This is an optimization exercise on Yosys and OpenROAD, whose aim is small area and a short achievable clock period, not a production implementation. In this exercise RTL edits were held to simulation tests only and were not proved equivalent to the original.

==> inputs of wip/lagoon <==
==> flow/design.v (excerpt) <==
module day1_solver #(
    parameter W = 8
) (
    input wire clk,
    input wire reset,
    input wire valid_in,
    input wire [W*17-1:0] flat_data,
    input wire [W-1:0] valid_mask,
    output wire [31:0] part1_count,
    output wire [31:0] part2_count
);
    reg [31:0] tot1;             
    reg [31:0] tot2;             
    reg        vld;              
    reg [6:0]  pm;               
    reg [12:0] yq;               
    reg [6:0]  rbq4;           
    reg        dirq4;
    reg [6:0]  rbq5;           
    reg        dirq5;
    reg [6:0]  rbq6;           
    reg        dirq6;
    reg [6:0]  rbq7;           
    reg        dirq7;
    reg        zq0;             
    reg        cq0;             
    reg        zq1;             
    reg        cq1;             
    reg        zq2;             
    reg        cq2;             
    reg        zq3;             
    reg        cq3;             
  ...
==> flow/config.mk <==
export PLATFORM = sky130hd
export DESIGN_NAME = day1_solver
export DESIGN_NICKNAME = day1_solver
export VERILOG_FILES = /design/flow/design.v
export SDC_FILE = /design/flow/constraint.sdc
export NUM_CORES = 4
export LEC_CHECK = 0
export CAP_MARGIN = 20
export CORE_MARGIN = 2
export CORE_UTILIZATION = 40
export CTS_BUF_LIST = sky130_fd_sc_hd__clkbuf_8
export SLEW_MARGIN = 20
export SYNTH_HIERARCHICAL = 1
==> flow/constraint.sdc <==
create_clock -name core_clock -period 50.0 [get_ports {clk}]
set_input_delay 10.0000 -clock core_clock [delete_from_list [all_inputs] [get_ports {clk}]]
set_output_delay 10.0000 -clock core_clock [all_outputs]
set_load 0.01 [all_outputs]
standard.sh (not shown) runs the stock make flow with config.mk's settings and CLKGATE_MAP_FILE= SYNTH_SCRIPT=/design/flow/synth_recipe.tcl, a recipe that flattens the netlist after the stock synthesis.
==> flow/flow/run.sh <==
#!/bin/bash
# Layout flow: the standard flow (standard.sh, with config.mk's settings),
# with two changes to how the layout is made:
#  - the port buffers use the smallest buffer cell (sky130_fd_sc_hd__buf_1)
#    rather than the delay buffer buffer_ports picks; every input and output
#    port still gets its own buffer;
#  - the timing repair aims for 31.2 ns of setup slack (a shorter achieved
#    period), instead of 0. The clock period and constraints are unchanged.
# The make output is kept in standard_flow.log; ORFS keeps each step's log
# under orfs/logs/.
set -euo pipefail
bash standard.sh "BUFFER_PORTS_ARGS=-buffer_cell sky130_fd_sc_hd__buf_1" \
  SETUP_SLACK_MARGIN=31.2 finish > standard_flow.log 2>&1
==> inputs of wip/indigo, as changes to wip/lagoon <==
--- a/flow/design.v
+++ b/flow/design.v
@@ -641,55 +641,15 @@
     wire t_478 = ~t_476;
     wire t_479, t_480;
     fa3 ut_479 (.a(t_478), .b(f41[6]), .c(t_475), .s(t_479), .co(t_480));
     wire t_481 = t_477 ^ f41[5];
     wire t_482 = t_477 | f41[5];
     wire t_483 = f41[6] ^ t_482;
     wire t_484 = f41[6] | t_482;
-    wire [12:0] y_p = {1'b1, ~t_483, t_480, t_479, t_470, t_463, t_454, t_453, t_432, t_431, t_416, t_394, t_374} ^ {t_484, 1'b0, ~t_481, 1'b0, t_474, t_469, t_462, 1'b0, t_442, 1'b0, 1'b0, t_396, t_376};
-    wire [12:0] y_g = {1'b1, ~t_483, t_480, t_479, t_470, t_463, t_454, t_453, t_432, t_431, t_416, t_394, t_374} & {t_484, 1'b0, ~t_481, 1'b0, t_474, t_469, t_462, 1'b0, t_442, 1'b0, 1'b0, t_396, t_376};
-    wire y_G1 = y_g[1] | (y_p[1] & y_g[0]);
-    wire y_P1 = y_p[1] & y_p[0];
-    wire y_G2 = y_g[3] | (y_p[3] & y_g[2]);
-    wire y_P2 = y_p[3] & y_p[2];
-    wire y_G3 = y_g[5] | (y_p[5] & y_g[4]);
-    wire y_P3 = y_p[5] & y_p[4];
-    wire y_G4 = y_g[7] | (y_p[7] & y_g[6]);
-    wire y_P4 = y_p[7] & y_p[6];
-    wire y_G5 = y_g[9] | (y_p[9] & y_g[8]);
-    wire y_P5 = y_p[9] & y_p[8];
-    wire y_G6 = y_g[11] | (y_p[11] & y_g[10]);
-    wire y_P6 = y_p[11] & y_p[10];
-    wire y_G7 = y_G2 | (y_P2 & y_G1);
-    wire y_P7 = y_P2 & y_P1;
-    wire y_G8 = y_G4 | (y_P4 & y_G3);
-    wire y_P8 = y_P4 & y_P3;
-    wire y_G9 = y_G6 | (y_P6 & y_G5);
-    wire y_P9 = y_P6 & y_P5;
-    wire y_G10 = y_G8 | (y_P8 & y_G7);
-    wire y_P10 = y_P8 & y_P7;
-    wire y_G11 = y_G9 | (y_P9 & y_G10);
-    wire y_P11 = y_P9 & y_P10;
-    wire y_G12 = y_G3 | (y_P3 & y_G7);
-    wire y_P12 = y_P3 & y_P7;
-    wire y_G13 = y_G5 | (y_P5 & y_G10);
-    wire y_P13 = y_P5 & y_P10;
-    wire y_G14 = y_g[2] | (y_p[2] & y_G1);
-    wire y_P14 = y_p[2] & y_P1;
-    wire y_G15 = y_g[4] | (y_p[4] & y_G7);
-    wire y_P15 = y_p[4] & y_P7;
-    wire y_G16 = y_g[6] | (y_p[6] & y_G12);
-    wire y_P16 = y_p[6] & y_P12;
-    wire y_G17 = y_g[8] | (y_p[8] & y_G10);
-    wire y_P17 = y_p[8] & y_P10;
-    wire y_G18 = y_g[10] | (y_p[10] & y_G13);
-    wire y_P18 = y_p[10] & y_P13;
-    wire y_G19 = y_g[12] | (y_p[12] & y_G11);
-    wire y_P19 = y_p[12] & y_P11;
-    wire [12:0] y = {y_p[12] ^ y_G11, y_p[11] ^ y_G18, y_p[10] ^ y_G13, y_p[9] ^ y_G17, y_p[8] ^ y_G10, y_p[7] ^ y_G16, y_p[6] ^ y_G12, y_p[5] ^ y_G15, y_p[4] ^ y_G7, y_p[3] ^ y_G14, y_p[2] ^ y_G1, y_p[1] ^ y_g[0], y_p[0]};
+    wire [12:0] y = {1'b1, ~t_483, t_480, t_479, t_470, t_463, t_454, t_453, t_432, t_431, t_416, t_394, t_374} + {t_484, 1'b0, ~t_481, 1'b0, t_474, t_469, t_462, 1'b0, t_442, 1'b0, 1'b0, t_396, t_376};
     wire zm = (pm == 7'd0);
     wire [8:0] ou1_p = {1'b0, 1'b0, pm[6], pm[5], pm[4], pm[3], pm[2], pm[1], pm[0]} ^ {1'b0, 1'b0, rbq4[6], rbq4[5], rbq4[4], rbq4[3], rbq4[2], rbq4[1], rbq4[0]};
     wire [8:0] ou1_g = {1'b0, 1'b0, pm[6], pm[5], pm[4], pm[3], pm[2], pm[1], pm[0]} & {1'b0, 1'b0, rbq4[6], rbq4[5], rbq4[4], rbq4[3], rbq4[2], rbq4[1], rbq4[0]};
     wire ou1_G1 = ou1_g[1] | (ou1_p[1] & ou1_g[0]);
     wire ou1_P1 = ou1_p[1] & ou1_p[0];
     wire ou1_G2 = ou1_g[3] | (ou1_p[3] & ou1_g[2]);
     wire ou1_P2 = ou1_p[3] & ou1_p[2];
==> summary of the runs <==
- wip/lagoon ran to the end with no violations. wip/indigo completed without violations.
- Against wip/lagoon, the register-to-register slack of wip/indigo is better by 0.16 ns.
- In wip/indigo the clock skew is lower than in wip/lagoon, by 0.014 ns.
- Die area is about the same in wip/indigo and wip/lagoon.
- Flip-flop and latch count is the same in wip/indigo and wip/lagoon.
- In wip/lagoon the synthesized cell count is larger than in wip/indigo, by 0.84%.
- Critical path depth is the same in wip/indigo and wip/lagoon.
- Against wip/lagoon, the final area of wip/indigo is smaller by about 0.7%.
- Between wip/lagoon and wip/indigo, the lower non-clock buffer count is in wip/lagoon (gap 3).
==> figures <==
                                                                            wip/lagoon          wip/indigo
Portion of synthesized cell area occupied by the leading cell type               0.357               0.353
Post-route worst hold slack                                                   0.477 ns            0.477 ns
Clock tree cell share of total cell area                                        0.0233              0.0197
Routed wl met2                                                                20800 um            19400 um
Met3 WL post-DR                                                                1830 um             1550 um
Net count after synthesis                                                         2134                2117
Portion of the layout cell area used by non-clock buffers                       0.0508              0.0524
Resize count post-CTS                                                               31                  25
Synthesized-area fraction occupied by xor and xnor cells                        0.0932              0.0959
Die span in x                                                                   208 um              208 um
Proportion of layout cells with a drive suffix above 1                          0.0949               0.104
Netlist area before placement                                               16600 um^2          16600 um^2
Final WL                                                                      43100 um            41400 um
Worst Path Buf+Inv                                                                   3                   4
Destination of the worst hold path                                  tot2[31]$_DFF_PP0_  tot1[31]$_DFF_PP0_
Status                                                no timing/DRC/antenna violations  no timing/DRC/antenna violations
Hold path startpoint                                                tot2[31]$_DFF_PP0_  tot1[31]$_DFF_PP0_

==> v16: inputs <==
day1_solver, a different RTL version from the one above (not shown whole).
==> flow/design.v (excerpt) <==
module day1_solver #(
    parameter W = 8
) (
    input wire clk,
    input wire reset,
    input wire valid_in,
    input wire [W*17-1:0] flat_data,
    input wire [W-1:0] valid_mask,
    output wire [31:0] part1_count,
    output wire [31:0] part2_count
);
    reg [31:0] tot1;             
    reg [31:0] tot2;             
    reg        vld;              
    reg [6:0]  pm;               
    reg [12:0] yq;               
    reg [6:0]  rbq4;           
    reg        dirq4;
    reg [6:0]  rbq5;           
    reg        dirq5;
    reg [6:0]  rbq6;           
    reg        dirq6;
    reg [6:0]  rbq7;           
    reg        dirq7;
    reg        zq0;             
    reg        cq0;             
    reg        zq1;             
    reg        cq1;             
    reg        zq2;             
    reg        cq2;             
    reg        zq3;             
    reg        cq3;             
    wire t_0 = ~flat_data[12];
    wire t_1, t_2;
    fa3 ut_1 (.a(flat_data[2]), .b(flat_data[9]), .c(t_0), .s(t_1), .co(t_2));
    wire t_3, t_4;
    fa3 ut_3 (.a(flat_data[3]), .b(flat_data[8]), .c(flat_data[9]), .s(t_3), .co(t_4));
    wire t_5, t_6;
    fa3 ut_5 (.a(flat_data[10]), .b(t_3), .c(t_2), .s(t_5), .co(t_6));
    wire t_7, t_8;
    fa3 ut_7 (.a(flat_data[4]), .b(flat_data[8]), .c(flat_data[10]), .s(t_7), .co(t_8));
    wire t_9, t_10;
    fa3 ut_9 (.a(flat_data[11]), .b(t_4), .c(t_7), .s(t_9), .co(t_10));
    wire t_11 = ~flat_data[14];
    wire t_12, t_13;
    fa3 ut_12 (.a(t_11), .b(t_9), .c(t_6), .s(t_12), .co(t_13));
    wire t_14, t_15;
    fa3 ut_14 (.a(flat_data[5]), .b(flat_data[8]), .c(flat_data[11]), .s(t_14), .co(t_15));
    wire t_16 = ~flat_data[15];
    wire t_17, t_18;
    fa3 ut_17 (.a(t_16), .b(t_8), .c(t_14), .s(t_17), .co(t_18));
    wire t_19, t_20;
    fa3 ut_19 (.a(t_10), .b(t_17), .c(t_13), .s(t_19), .co(t_20));
    wire t_21, t_22;
  ...
clock: 50.0 ns
lec_check: 0
cap_margin: 20
core_margin: 2
core_utilization: 40
cts_buf_list: sky130_fd_sc_hd__clkbuf_8
slew_margin: 20
synth_hierarchical: 1
Scripts as last shown in full above: flow/flow/run.sh
==> inputs of v23, as changes to v16 <==
==> flow/flow/run.sh (replaced) <==
#!/bin/bash
# Layout flow: the standard flow (standard.sh, with config.mk's settings),
# except that the port buffers use the smallest buffer cell
# (sky130_fd_sc_hd__buf_1) rather than the delay buffer buffer_ports picks.
# Every input and output port still gets its own buffer. The make output is
# kept in standard_flow.log; ORFS keeps each step's log under orfs/logs/.
set -euo pipefail
bash standard.sh "BUFFER_PORTS_ARGS=-buffer_cell sky130_fd_sc_hd__buf_1" finish > standard_flow.log 2>&1
==> comparison <==
- Of v23 and v16, v16 has the higher register-to-register slack (gap 0.23 ns).
- Of v16 and v23, v23 has the higher first-iteration DRC count (gap about 3.7%, measured against v23).
- In critical path depth, v23 and v16 do not differ.

[what the ideal ports hide]
In the flow no input, the clock included, has a driving cell. The finished layouts below were timed again as built, in two steps. Step 1 (the two cells are an assumption about what drives the block):
set clk [get_ports {clk}]
set_driving_cell -lib_cell sky130_fd_sc_hd__clkbuf_16 $clk
set_driving_cell -lib_cell sky130_fd_sc_hd__buf_2 [delete_from_list [all_inputs] $clk]
Step 2 adds t to the input delays and takes it off the output delays; t is the mean of the earliest and latest rising clock arrival at the registers after step 1. Input paths then give back, and output paths get back, about the clock's delay inside the block. Slacks: ideal / step 1 / step 2; pairs: ideal / step 1.
run	t, ns	setup slack, ns	worst setup path after step 2	worst slew at a driven data input, ns	cell pins on the clock port's net
wip/lagoon	0.495	31.495 / 31.514 / 31.019	input to register	0.12	1
wip/indigo	0.484	31.474 / 31.443 / 31.013	input to register	0.09	1
v16	0.492	31.365 / 31.376 / 30.884	input to register	0.09	1
v23	0.492	30.379 / 30.399 / 29.907	input to register	0.10	1
After both steps setup and hold are still met in every run listed. The setup slack of v16, which loses most, moves by +0.011 ns with the drivers and by -0.481 ns with both steps.
